Context: an optimization exercise on an open-source flow, tuned for small area, a short achievable clock period and few clock cycles per item. The choices shown serve that exercise and are no tape-out recipe. Power is estimated from default activity; no workload was simulated.

==> module alu_design, before the edit <==
module alu_design(clock,reset,A,B,start_op,op_sel,result,end_op);
	localparam IN_WIDTH = 16;
	localparam OUT_WIDTH = 32;
	localparam OP_WIDTH = 3;
	input logic clock,reset;
	input logic [IN_WIDTH - 1 : 0] A;
	input logic [IN_WIDTH - 1 : 0] B;
	input logic start_op;
	input [OP_WIDTH - 1 : 0] op_sel;
	output logic [OUT_WIDTH - 1 : 0] result;
	output logic end_op;
	logic [2:0] cnt;           
	wire is_mul = op_sel[2] & ~op_sel[0];
	wire is_sub = ~op_sel[2] & op_sel[1] & ~op_sel[0];
	wire [15:0] src = (cnt == 3'd0) ? B : result[15:0];
	wire [1:0] dig = src[1:0];
	wire [15:0] hi = (cnt == 3'd0) ? 16'd0 : result[31:16];
	wire [15:0] x  = op_sel[2] ? hi : (B ^ {16{op_sel[1] & ~op_sel[0]}});
	wire [15:0] y  = A & {16{~op_sel[2] | dig[0]}};
	wire [16:0] z  = ({A, 1'b0} & {17{op_sel[2] & dig[1]}});
	wire [16:0] s  = {1'b0, x ^ y} ^ z;
	wire [16:0] c  = ({1'b0, x & y}) | ({1'b0, x ^ y} & z);
	wire [17:0] sum = 18'(s) + 18'({c, is_sub});
	logic [31:0] res_d;
	always_comb begin
		if (op_sel[2])
			res_d = op_sel[0] ? {16'd0, A & B} : {sum, src[15:2]};
		else if (op_sel[1] & op_sel[0])
			res_d = {16'd0, s[15:0]};
		else if (op_sel[1])
			res_d = {{16{~sum[16]}}, sum[15:0]};
		else if (op_sel[0])
			res_d = {15'd0, sum[16:0]};
		else
			res_d = 32'd0;
	end
	always_ff @(posedge clock)
		result <= res_d;
	always_ff @(posedge clock or posedge reset)
	begin
		if (reset) begin
			end_op <= 1'b0;
			cnt    <= 3'd0;
		end
		else if (start_op) begin
			end_op <= ~is_mul | (cnt == 3'd7);
			cnt    <= (is_mul && cnt != 3'd7) ? cnt + 3'd1 : 3'd0;
		end
		else begin
			end_op <= 1'b0;
			cnt    <= 3'd0;
		end
	end
endmodule
==> flow/config.mk <==
export PLATFORM = sky130hd
export DESIGN_NAME = alu_design
export DESIGN_NICKNAME = alu_design
export VERILOG_FILES = /design/flow/design.v
export SDC_FILE = /design/flow/constraint.sdc
export NUM_CORES = 4
export LEC_CHECK = 0
export CAP_MARGIN = 20
export CORE_MARGIN = 2
export CORE_UTILIZATION = 40
export SETUP_SLACK_MARGIN = 3
export SLEW_MARGIN = 20
==> flow/constraint.sdc <==
create_clock -name core_clock -period 8.5 [get_ports {clock}]
set_input_delay 1.7000 -clock core_clock [delete_from_list [all_inputs] [get_ports {clock}]]
set_output_delay 1.7000 -clock core_clock [all_outputs]
set_load 0.01 [all_outputs]
standard.sh (not shown) runs the stock make flow with config.mk's settings and CLKGATE_MAP_FILE= SYNTH_SCRIPT=/design/flow/synth_recipe.tcl, a recipe that flattens the netlist after the stock synthesis.
==> flow/flow/run.sh <==
#!/bin/bash
# The standard layout, with the port buffers made from the smallest
# buffer cell instead of the flow's default choice.
set -euo pipefail
bash standard.sh BUFFER_PORTS_ARGS="-buffer_cell sky130_fd_sc_hd__buf_1" finish > standard_flow.log 2>&1
==> next run, changes <==
--- a/flow/design.v
+++ b/flow/design.v
@@ -13,16 +13,41 @@
 	wire is_mul = op_sel[2] & ~op_sel[0];
 	wire is_sub = ~op_sel[2] & op_sel[1] & ~op_sel[0];
 	wire [15:0] src = (cnt == 3'd0) ? B : result[15:0];
 	wire [1:0] dig = src[1:0];
 	wire [15:0] hi = (cnt == 3'd0) ? 16'd0 : result[31:16];
-	wire [15:0] x  = op_sel[2] ? hi : (B ^ {16{op_sel[1] & ~op_sel[0]}});
+	wire [15:0] x  = hi;
 	wire [15:0] y  = A & {16{~op_sel[2] | dig[0]}};
-	wire [16:0] z  = ({A, 1'b0} & {17{op_sel[2] & dig[1]}});
+	wire [16:0] z  = op_sel[2] ? {A & {16{dig[1]}}, 1'b0} : {1'b0, B ^ {16{op_sel[1] & ~op_sel[0]}}};
 	wire [16:0] s  = {1'b0, x ^ y} ^ z;
 	wire [16:0] c  = ({1'b0, x & y}) | ({1'b0, x ^ y} & z);
-	wire [17:0] sum = 18'(s) + 18'({c, is_sub});
+	function [17:0] bk_add;
+		input [17:0] a;
+		input [17:0] b;
+		input ci;
+		reg [17:0] p, g, gg, pp;
+		integer l, j;
+		begin
+			p  = a ^ b;
+			g  = a & b;
+			gg = g;
+			pp = p;
+			gg[0] = g[0] | (p[0] & ci);
+			for (l = 1; l < 18; l = l * 2)
+				for (j = 2 * l - 1; j < 18; j = j + 2 * l) begin
+					gg[j] = gg[j] | (pp[j] & gg[j - l]);
+					pp[j] = pp[j] & pp[j - l];
+				end
+			for (l = 8; l >= 1; l = l / 2)
+				for (j = 3 * l - 1; j < 18; j = j + 2 * l) begin
+					gg[j] = gg[j] | (pp[j] & gg[j - l]);
+					pp[j] = pp[j] & pp[j - l];
+				end
+			bk_add = p ^ {gg[16:0], ci};
+		end
+	endfunction
+	wire [17:0] sum = bk_add(18'(s), 18'(c) << 1, is_sub);
 	logic [31:0] res_d;
 	always_comb begin
 		if (op_sel[2])
 			res_d = op_sel[0] ? {16'd0, A & B} : {sum, src[15:2]};
 		else if (op_sel[1] & op_sel[0])
Outcome:
- final area came out lower by 7.2%
- routed wire length falls by 18%
- utilization went up by 1.9 points
- synthesized area fell by 10%
- power shrinks by 7.2%
- count of clock-buffer cells in the layout fell by 3
Function was not checked in any run of this note: the RTL went through the layout flow alone.

==> what the ideal ports hide <==
In the flow no input, the clock included, has a driving cell. The finished layouts below were timed again as built, in two steps. Step 1 (the two cells are an assumption about what drives the block):
set clk [get_ports {clock}]
set_driving_cell -lib_cell sky130_fd_sc_hd__clkbuf_16 $clk
set_driving_cell -lib_cell sky130_fd_sc_hd__buf_2 [delete_from_list [all_inputs] $clk]
Step 2 also shifts input and output timing later by t, the mid clock arrival at the registers, as if the neighbouring blocks saw the same clock. Slacks: no drivers / after step 1 / after step 2; pairs: no drivers / after step 1.
run | shift t [ns] | slack for setup (ns) | latest minus earliest clock arrival (ns)
the first run | 0.326 | 3.371 / 3.380 / 3.054 | 0.008 / 0.008
the second run | 0.325 | 3.182 / 3.189 / 2.864 | 0.005 / 0.006
After both steps setup and hold are still met in every run listed. For the second run, which loses most, drivers alone change the setup slack by +0.007 ns; drivers and shift together by -0.318 ns.
